Source: an optimization exercise on an open RTL-to-GDS flow (aim: small area). Production flows keep margins and buffers that such runs may drop. At most, simulation tests tie the RTL to the original design; equivalence was not proved. The clock port is modelled as an ideal driver, which makes a skipped or thinned clock tree look cheaper than it is; a real chip needs a root buffer or a tree. No activity file was given, so power comes from the tool's default toggle rates.

==> flow/design.v <==
`timescale 1ns / 1ps
module fmeter(
	CLK100MHz,
	RST,
	FREQIN,
	TXD,
	LED1,
	LED2
);
input	CLK100MHz;
input	RST;
input	FREQIN;
output	TXD;
output	LED1;
output	LED2;
reg		r_LED1;
reg		r_txd;
assign LED1 = r_LED1;
assign LED2 = r_txd;
assign TXD = r_txd;
function [4:0] bcd_add;
	input [3:0] h;
	input [1:0] a;
	reg t0, t1, t2, t3, k0, k1, k2, ge;
	begin
		t0 = h[0] ^ a[0];
		k0 = h[0] & a[0];
		t1 = h[1] ^ a[1] ^ k0;
		k1 = (h[1] & a[1]) | (h[1] & k0) | (a[1] & k0);
		t2 = h[2] ^ k1;
		k2 = h[2] & k1;
		t3 = h[3] ^ k2;
		ge = t3 & (t2 | t1);
		bcd_add = {ge, t3 & ~ge, t2 & ~ge, ge ? t2 : t1, t0};
	end
endfunction
function [2:0] ph_next;
	input [2:0] p;
	begin
		ph_next[0] = (~p[0] & ~p[2]);
		ph_next[1] = (~p[0] & p[1]) | (p[0] & ~p[1]);
		ph_next[2] = (p[0] & p[1]);
	end
endfunction
reg	[10:0]	u;
wire		tick = ((u & 11'b11111110101) == 11'b11110000001);
wire		uclr = RST | tick;
always @(posedge CLK100MHz) begin
	u[10:1] <= ~({10{uclr}} | u[9:0]);
	u[0] <= ~uclr & (u[1] ^ u[10]);
end
reg	[19:0]	g;
wire		gate = ((g & 20'b11111111110111111111) == 20'b10000010110010100110);
wire		gclr = RST | gate;
always @(posedge CLK100MHz) begin
	g[19:1] <= ~({19{gclr}} | g[18:0]);
	g[0] <= ~gclr & (g[16] ^ g[19]);
end
reg	[1:0]	r_fin;
wire		edg = r_fin[1] & ~r_fin[0];
always @(posedge CLK100MHz) begin
	r_fin[1] <= ~RST & FREQIN;
	r_fin[0] <= r_fin[1];
end
reg	[2:0]	ph;
reg	[3:0]	q0, q1, q2, q3, q4;	 
reg	[3:0]	s0, s1, s2, s3, s4;	 
reg	[1:0]	pe;			 
reg		cy;			 
reg		fl;			 
reg		sg;			 
reg	[2:0]	d5;			 
wire		d5clr;
wire		ph0 = (ph == 3'd0);
wire	[1:0]	pe_e = {pe[1] | (pe[0] & edg), pe[0] ^ edg};
wire	[1:0]	addend = ph0 ? (gate ? pe : pe_e) : {1'b0, cy};
wire	[4:0]	csum = bcd_add(q0, addend);
wire		cout = csum[4];
wire	[3:0]	sum = csum[3:0];
wire		d5inc = ph[2] & cout & (sg | ~fl);
wire		d5z = RST | d5clr;
always @(posedge CLK100MHz) begin
	q0 <= q1;
	q1 <= q2;
	q2 <= q3;
	q3 <= q4;
	q4 <= (RST | gate | (fl & ~ph0)) ? 4'd0 : sum;
	s0 <= s1;
	s1 <= s2;
	s2 <= s3;
	s3 <= s4;
	s4 <= (gate | (sg & ~ph0)) ? sum : s0;
	cy <= cout;
	if (RST) begin
		ph <= 3'd1;
		pe <= 2'd0;
		fl <= 1'b1;
		sg <= 1'b0;
	end else begin
		ph <= ph_next(ph);
		pe <= ph0 ? {1'b0, edg & gate} : pe_e;
		if (gate) begin
			fl <= 1'b1;
			sg <= 1'b1;
		end else if (ph0) begin
			fl <= 1'b0;
			sg <= 1'b0;
		end
	end
	d5[0] <= ~d5z & (d5[0] ^ d5inc);
	d5[1] <= ~d5z & (d5[1] ^ (d5inc & d5[0]));
	d5[2] <= ~d5z & (d5[2] | (d5inc & d5[0] & d5[1]));
end
reg	[3:0]	bc;
reg	[3:0]	cc;
reg		nb;		 
wire		idle = cc[3] & ~cc[1];
wire		stopb = bc[3] & bc[2];
assign		d5clr = tick & stopb & (cc == 4'd5);
always @(posedge CLK100MHz)
	if (cc[2:0] == ph)
		nb <= s0[bc[1:0]];
wire		j0 = bc[0];
wire		j1 = bc[1];
wire		d5b = j1 ? (~j0 & d5[2]) : (j0 ? d5[1] : d5[0]);	 
wire		crlf = cc[0] ? (j1 | ~j0) : j0;		 
wire		ringc = ~cc[2] | ~(cc[1] | cc[0]);	 
wire		dv = cc[3] ? crlf : ringc ? nb : (~cc[1] & cc[0] & d5b);
wire		dataw = ~bc[3] & bc[2];			 
wire		fixb = bc[3] & (bc[2] | (~bc[1] & ~cc[3]));
wire		bitv = idle | (dataw ? dv : fixb);
wire		adv = tick & stopb & ~idle;
wire		ct1 = adv & ~cc[0];
wire		ct2 = ct1 & ~cc[1];
wire		ct3 = ct2 & ~cc[2];
wire		bt1 = tick & (bc[0] | stopb);
wire		bt2 = tick & ((bc[0] & bc[1]) | stopb);
wire		bt3 = tick & ((bc[0] & bc[1] & bc[2]) | stopb);
always @(posedge CLK100MHz) begin
	cc[0] <= gclr | (cc[0] ^ adv);
	cc[1] <= ~RST & (gate | (cc[1] ^ ct1));
	cc[2] <= gclr | (cc[2] ^ ct2);
	cc[3] <= RST | (~gate & (cc[3] ^ ct3));
	bc[0] <= gate | (bc[0] ^ tick);
	bc[1] <= gate | (bc[1] ^ bt1);
	bc[2] <= ~gate & (bc[2] ^ bt2);
	bc[3] <= ~gate & (bc[3] ^ bt3);
	if (RST) begin
		r_txd <= 1'b1;
		r_LED1 <= 1'b0;
	end else begin
		if (tick)
			r_txd <= bitv;
		if (gate)
			r_LED1 <= ~r_LED1;
	end
end
endmodule
clock: 10.0 ns
lec_check: 0
cap_margin: 20
core_margin: 2
core_utilization: 85
cts_buf_list: sky130_fd_sc_hd__clkbuf_8
place_density: 0.9
slew_margin: 20
standard.sh (not shown) runs the stock make flow with config.mk's settings and CLKGATE_MAP_FILE= SYNTH_SCRIPT=/design/flow/synth_recipe.tcl, a recipe that flattens the netlist after the stock synthesis.
==> flow/flow/run.sh <==
#!/bin/bash
# Standard layout, except that after clock tree synthesis the tree is replaced
# (flow/mytree.tcl, run as ORFS's POST_CTS_TCL hook) by three clock buffers fed
# from the clock port, each driving a cluster of nearby flip-flops; the hook
# then sizes down cells that have timing slack to spare.
set -euo pipefail
export CTS_ARGS="-sink_clustering_enable -repair_clock_nets -dont_use_dummy_load -buf_list sky130_fd_sc_hd__clkbuf_8"
export POST_CTS_TCL="$PWD/flow/mytree.tcl"
export MYTREE_NLEAF=3
export MYTREE_BUF=sky130_fd_sc_hd__clkbuf_16
export BUFFER_PORTS_ARGS="-buffer_cell sky130_fd_sc_hd__buf_1"
bash standard.sh finish > standard_flow.log 2>&1
Other scripts of this flow, unchanged in this note and not shown: flow/flow/mytree.tcl
Next try:
--- a/flow/design.v
+++ b/flow/design.v
@@ -72,19 +72,20 @@
 reg	[2:0]	d5;			 
 wire		d5clr;
 wire		ph0 = (ph == 3'd0);
+wire	[3:0]	head = (fl & ~sg) ? 4'd0 : q0;
 wire	[1:0]	pe_e = {pe[1] | (pe[0] & edg), pe[0] ^ edg};
 wire	[1:0]	addend = ph0 ? (gate ? pe : pe_e) : {1'b0, cy};
-wire	[4:0]	csum = bcd_add(q0, addend);
+wire	[4:0]	csum = bcd_add(head, addend);
 wire		cout = csum[4];
 wire	[3:0]	sum = csum[3:0];
-wire		d5inc = ph[2] & cout & (sg | ~fl);
+wire		d5inc = ph[2] & cout;
 wire		d5z = RST | d5clr;
 always @(posedge CLK100MHz) begin
 	q0 <= q1;
 	q1 <= q2;
 	q2 <= q3;
 	q3 <= q4;
-	q4 <= (RST | gate | (fl & ~ph0)) ? 4'd0 : sum;
+	q4 <= (gate | (fl & ~ph0)) ? 4'd0 : sum;
 	s0 <= s1;
 	s1 <= s2;
 	s2 <= s3;
Outcome: The new run produced a clean layout. Wire length came out higher by about 12%. Sequential power is about the same. Global-route usage goes up by 5.5 points. Utilization is lower by 0.27 points. Design area fell by 1.8%. Setup slack is worse by 0.015 ns. Total power is about the same. First-iteration DRC count goes down by about 1.5%. Clock skew is higher by 0.0039 ns. Combinational power shrinks by about 11%. Die area is lower by 2.1%. Synthesized area drops by 2.2%. Maximum frequency went down by about 0.35%.
Only the layout flow was run in the first run of this note; the RTL was not checked for function there. In every run of this note, the design's own scripts or RTL, not TritonCTS, make the clock network.

* * *

== before ==
fmeter, a different RTL version from the one above (not shown whole).
Size in the first run: ~2900 sq um of cells after synthesis.
==> module fmeter, before the edit <==
module fmeter(
	CLK100MHz,
	RST,
	FREQIN,
	TXD,
	LED1,
	LED2
);
input	CLK100MHz;
input	RST;
input	FREQIN;
output	TXD;
output	LED1;
output	LED2;
reg		r_LED1;
reg		r_txd;
assign LED1 = r_LED1;
assign LED2 = r_txd;
assign TXD = r_txd;
function [4:0] bcd_add;
	input [3:0] h;
	input [1:0] a;
	reg t0, t1, t2, t3, k0, k1, k2, ge;
	begin
		t0 = h[0] ^ a[0];
		k0 = h[0] & a[0];
		t1 = h[1] ^ a[1] ^ k0;
		k1 = (h[1] & a[1]) | (h[1] & k0) | (a[1] & k0);
		t2 = h[2] ^ k1;
		k2 = h[2] & k1;
		t3 = h[3] ^ k2;
		ge = t3 & (t2 | t1);
		bcd_add = {ge, t3 & ~ge, t2 & ~ge, ge ? t2 : t1, t0};
	end
endfunction
function [2:0] ph_next;
	input [2:0] p;
	begin
		ph_next[0] = (~p[0] & ~p[2]);
		ph_next[1] = (~p[0] & p[1]) | (p[0] & ~p[1]);
		ph_next[2] = (p[0] & p[1]);
	end
endfunction
reg	[10:0]	u;
wire		tick = ((u & 11'b11111110101) == 11'b11110000001);
wire		uclr = RST | tick;
always @(posedge CLK100MHz) begin
	u[10:1] <= ~({10{uclr}} | u[9:0]);
	u[0] <= ~uclr & (u[1] ^ u[10]);
end
reg	[19:0]	g;
wire		gate = ((g & 20'b11111111110111111111) == 20'b10000010110010100110);
wire		gclr = RST | gate;
always @(posedge CLK100MHz) begin
	g[19:1] <= ~({19{gclr}} | g[18:0]);
	g[0] <= ~gclr & (g[16] ^ g[19]);
end
reg	[1:0]	r_fin;
wire		edg = r_fin[1] & ~r_fin[0];
always @(posedge CLK100MHz) begin
	r_fin[1] <= ~RST & FREQIN;
	r_fin[0] <= r_fin[1];
end
reg	[2:0]	ph;
reg	[3:0]	q0, q1, q2, q3, q4;	 
reg	[3:0]	s0, s1, s2, s3, s4;	 
reg	[1:0]	pe;			 
reg		cy;			 
reg		fl;			 
reg	[2:0]	d5;			 
reg	[3:0]	cc;			 
wire		idle = cc[3] & ~cc[1];
wire		d5clr;
wire		ph0 = (ph == 3'd0);
wire	[1:0]	pe_e = {pe[1] | (pe[0] & edg), pe[0] ^ edg};
wire	[1:0]	addend = ph0 ? (gate ? pe : pe_e) : {1'b0, cy};
wire	[4:0]	csum = bcd_add(q0, addend);
wire		cout = csum[4];
wire	[3:0]	sum = csum[3:0];
wire		d5inc = ph[2] & cout & ~(fl & idle);
wire		d5z = RST | d5clr;
always @(posedge CLK100MHz) begin
	q0 <= q1;
	q1 <= q2;
	q2 <= q3;
	q3 <= q4;
	q4 <= (RST | gate | fl) ? 4'd0 : sum;
	s0 <= s1;
	s1 <= s2;
	s2 <= s3;
	s3 <= s4;
	s4 <= (gate | (fl & ~idle)) ? sum : s0;
	cy <= cout;
	if (RST) begin
		ph <= 3'd1;
		pe <= 2'd0;
		fl <= 1'b1;
	end else begin
		ph <= ph_next(ph);
		pe <= ph0 ? {1'b0, edg & gate} : pe_e;
		if (gate)
			fl <= 1'b1;
		else if (ph[2])		 
			fl <= 1'b0;
	end
	d5[0] <= ~d5z & (d5[0] ^ d5inc);
	d5[1] <= ~d5z & (d5[1] ^ (d5inc & d5[0]));
	d5[2] <= ~d5z & (d5[2] | (d5inc & d5[0] & d5[1]));
end
reg	[3:0]	bc;
reg		nb;		 
wire		stopb = bc[3] & bc[2];
assign		d5clr = ~cc[3] & ~cc[2];
always @(posedge CLK100MHz)
	if (cc[2:0] == ph)
		nb <= s0[bc[1:0]];
wire		j0 = bc[0];
wire		j1 = bc[1];
wire		d5b = j1 ? (~j0 & d5[2]) : (j0 ? d5[1] : d5[0]);	 
wire		crlf = cc[0] ? (j1 | ~j0) : j0;		 
wire		ringc = ~cc[2] | ~(cc[1] | cc[0]);	 
wire		dv = cc[3] ? crlf : ringc ? nb : (~cc[1] & cc[0] & d5b);
wire		dataw = ~bc[3] & bc[2];			 
wire		fixb = bc[3] & (bc[2] | (~bc[1] & ~cc[3]));
wire		bitv = idle | (dataw ? dv : fixb);
wire		adv = tick & stopb & ~idle;
wire		ct1 = adv & ~cc[0];
wire		ct2 = ct1 & ~cc[1];
wire		ct3 = ct2 & ~cc[2];
wire		bt1 = tick & (bc[0] | stopb);
wire		bt2 = tick & ((bc[0] & bc[1]) | stopb);
wire		bt3 = tick & ((bc[0] & bc[1] & bc[2]) | stopb);
always @(posedge CLK100MHz) begin
	cc[0] <= gclr | (cc[0] ^ adv);
	cc[1] <= ~RST & (gate | (cc[1] ^ ct1));
	cc[2] <= gclr | (cc[2] ^ ct2);
	cc[3] <= RST | (~gate & (cc[3] ^ ct3));
	bc[0] <= gate | (bc[0] ^ tick);
	bc[1] <= gate | (bc[1] ^ bt1);
	bc[2] <= ~gate & (bc[2] ^ bt2);
	bc[3] <= ~gate & (bc[3] ^ bt3);
	if (RST) begin
		r_txd <= 1'b1;
		r_LED1 <= 1'b0;
	end else begin
		if (tick)
			r_txd <= bitv;
		if (gate)
			r_LED1 <= ~r_LED1;
	end
end
endmodule
Settings: LEC_CHECK=0, CAP_MARGIN=20, CORE_MARGIN=2, CORE_UTILIZATION=85, CTS_BUF_LIST=sky130_fd_sc_hd__clkbuf_8, PLACE_DENSITY=0.9, SLEW_MARGIN=20; clock period 10.0 ns.
Scripts as last shown in full above: flow/flow/run.sh
Other scripts of this flow, unchanged in this note and not shown: flow/flow/mytree.tcl
> inputs changed (before -> after)
--- a/flow/design.v
+++ b/flow/design.v
@@ -65,54 +65,59 @@
 reg	[2:0]	ph;
 reg	[3:0]	q0, q1, q2, q3, q4;	 
 reg	[3:0]	s0, s1, s2, s3, s4;	 
 reg	[1:0]	pe;			 
 reg		cy;			 
 reg		fl;			 
+reg		sg;			 
 reg	[2:0]	d5;			 
-reg	[3:0]	cc;			 
-wire		idle = cc[3] & ~cc[1];
 wire		d5clr;
 wire		ph0 = (ph == 3'd0);
 wire	[1:0]	pe_e = {pe[1] | (pe[0] & edg), pe[0] ^ edg};
 wire	[1:0]	addend = ph0 ? (gate ? pe : pe_e) : {1'b0, cy};
 wire	[4:0]	csum = bcd_add(q0, addend);
 wire		cout = csum[4];
 wire	[3:0]	sum = csum[3:0];
-wire		d5inc = ph[2] & cout & ~(fl & idle);
+wire		d5inc = ph[2] & cout & (sg | ~fl);
 wire		d5z = RST | d5clr;
 always @(posedge CLK100MHz) begin
 	q0 <= q1;
 	q1 <= q2;
 	q2 <= q3;
 	q3 <= q4;
-	q4 <= (RST | gate | fl) ? 4'd0 : sum;
+	q4 <= (RST | gate | (fl & ~ph0)) ? 4'd0 : sum;
 	s0 <= s1;
 	s1 <= s2;
 	s2 <= s3;
 	s3 <= s4;
-	s4 <= (gate | (fl & ~idle)) ? sum : s0;
+	s4 <= (gate | (sg & ~ph0)) ? sum : s0;
 	cy <= cout;
 	if (RST) begin
 		ph <= 3'd1;
 		pe <= 2'd0;
 		fl <= 1'b1;
+		sg <= 1'b0;
 	end else begin
 		ph <= ph_next(ph);
 		pe <= ph0 ? {1'b0, edg & gate} : pe_e;
-		if (gate)
+		if (gate) begin
 			fl <= 1'b1;
-		else if (ph[2])		 
+			sg <= 1'b1;
+		end else if (ph0) begin
 			fl <= 1'b0;
+			sg <= 1'b0;
+		end
 	end
 	d5[0] <= ~d5z & (d5[0] ^ d5inc);
 	d5[1] <= ~d5z & (d5[1] ^ (d5inc & d5[0]));
 	d5[2] <= ~d5z & (d5[2] | (d5inc & d5[0] & d5[1]));
 end
 reg	[3:0]	bc;
+reg	[3:0]	cc;
 reg		nb;		 
+wire		idle = cc[3] & ~cc[1];
 wire		stopb = bc[3] & bc[2];
 assign		d5clr = ~cc[3] & ~cc[2];
 always @(posedge CLK100MHz)
 	if (cc[2:0] == ph)
 		nb <= s0[bc[1:0]];
 wire		j0 = bc[0];
Results
Going from before to after, detailed-route wire length shrank by more than 10%. Per the comparison of after with before, internal power rose 1.2%, number of multi-input combinational cells rose 2. In after relative to before, detailed route wirelength on metal2 had gone down by a little under 10%. Changes observed in after relative to before: cell count increased 2, compound-cell area share of the yosys netlist essentially unchanged, smallest setup slack after layout increased 0.45 ns. A launching instance or port of the critical path of RST is what after shows, while g[15] belongs to before.
Function not checked in after: the RTL went through the layout flow alone. In every run of this note, the design's own scripts or RTL, not TritonCTS, make the clock network.

-- port drivers added, routing unchanged --
The results above use ideal ports. As a check the final layouts listed here were re-extracted and re-timed, cells and wires unchanged.
Step 1: set_driving_cell puts a clkbuf_16 on CLK100MHz and a buf_2 on each other input, an assumption about the parent block.
Step 2 times the ports against the registers' clock, not the clock port: input delays grow and output delays shrink by t, the midpoint of the rising clock arrivals with the driver on.
Slacks: ideal / step 1 / step 2; pairs: ideal / step 1.
run | t, ns | setup slack, ns | hold slack, ns
the first run of note 1 | 0.224 | 5.692 / 5.726 / 5.502 | 0.338 / 0.338 / 0.338
the second run of note 1 | 0.225 | 5.677 / 5.677 / 5.677 | 0.335 / 0.335 / 0.335
before | 0.227 | 5.767 / 5.766 / 5.766 | 0.337 / 0.337 / 0.337
after | 0.229 | 6.219 / 6.243 / 6.014 | 0.333 / 0.333 / 0.333
After both steps setup and hold are still met in every run listed. The setup slack of after, which loses most, moves by +0.024 ns with the drivers and by -0.205 ns with both steps.
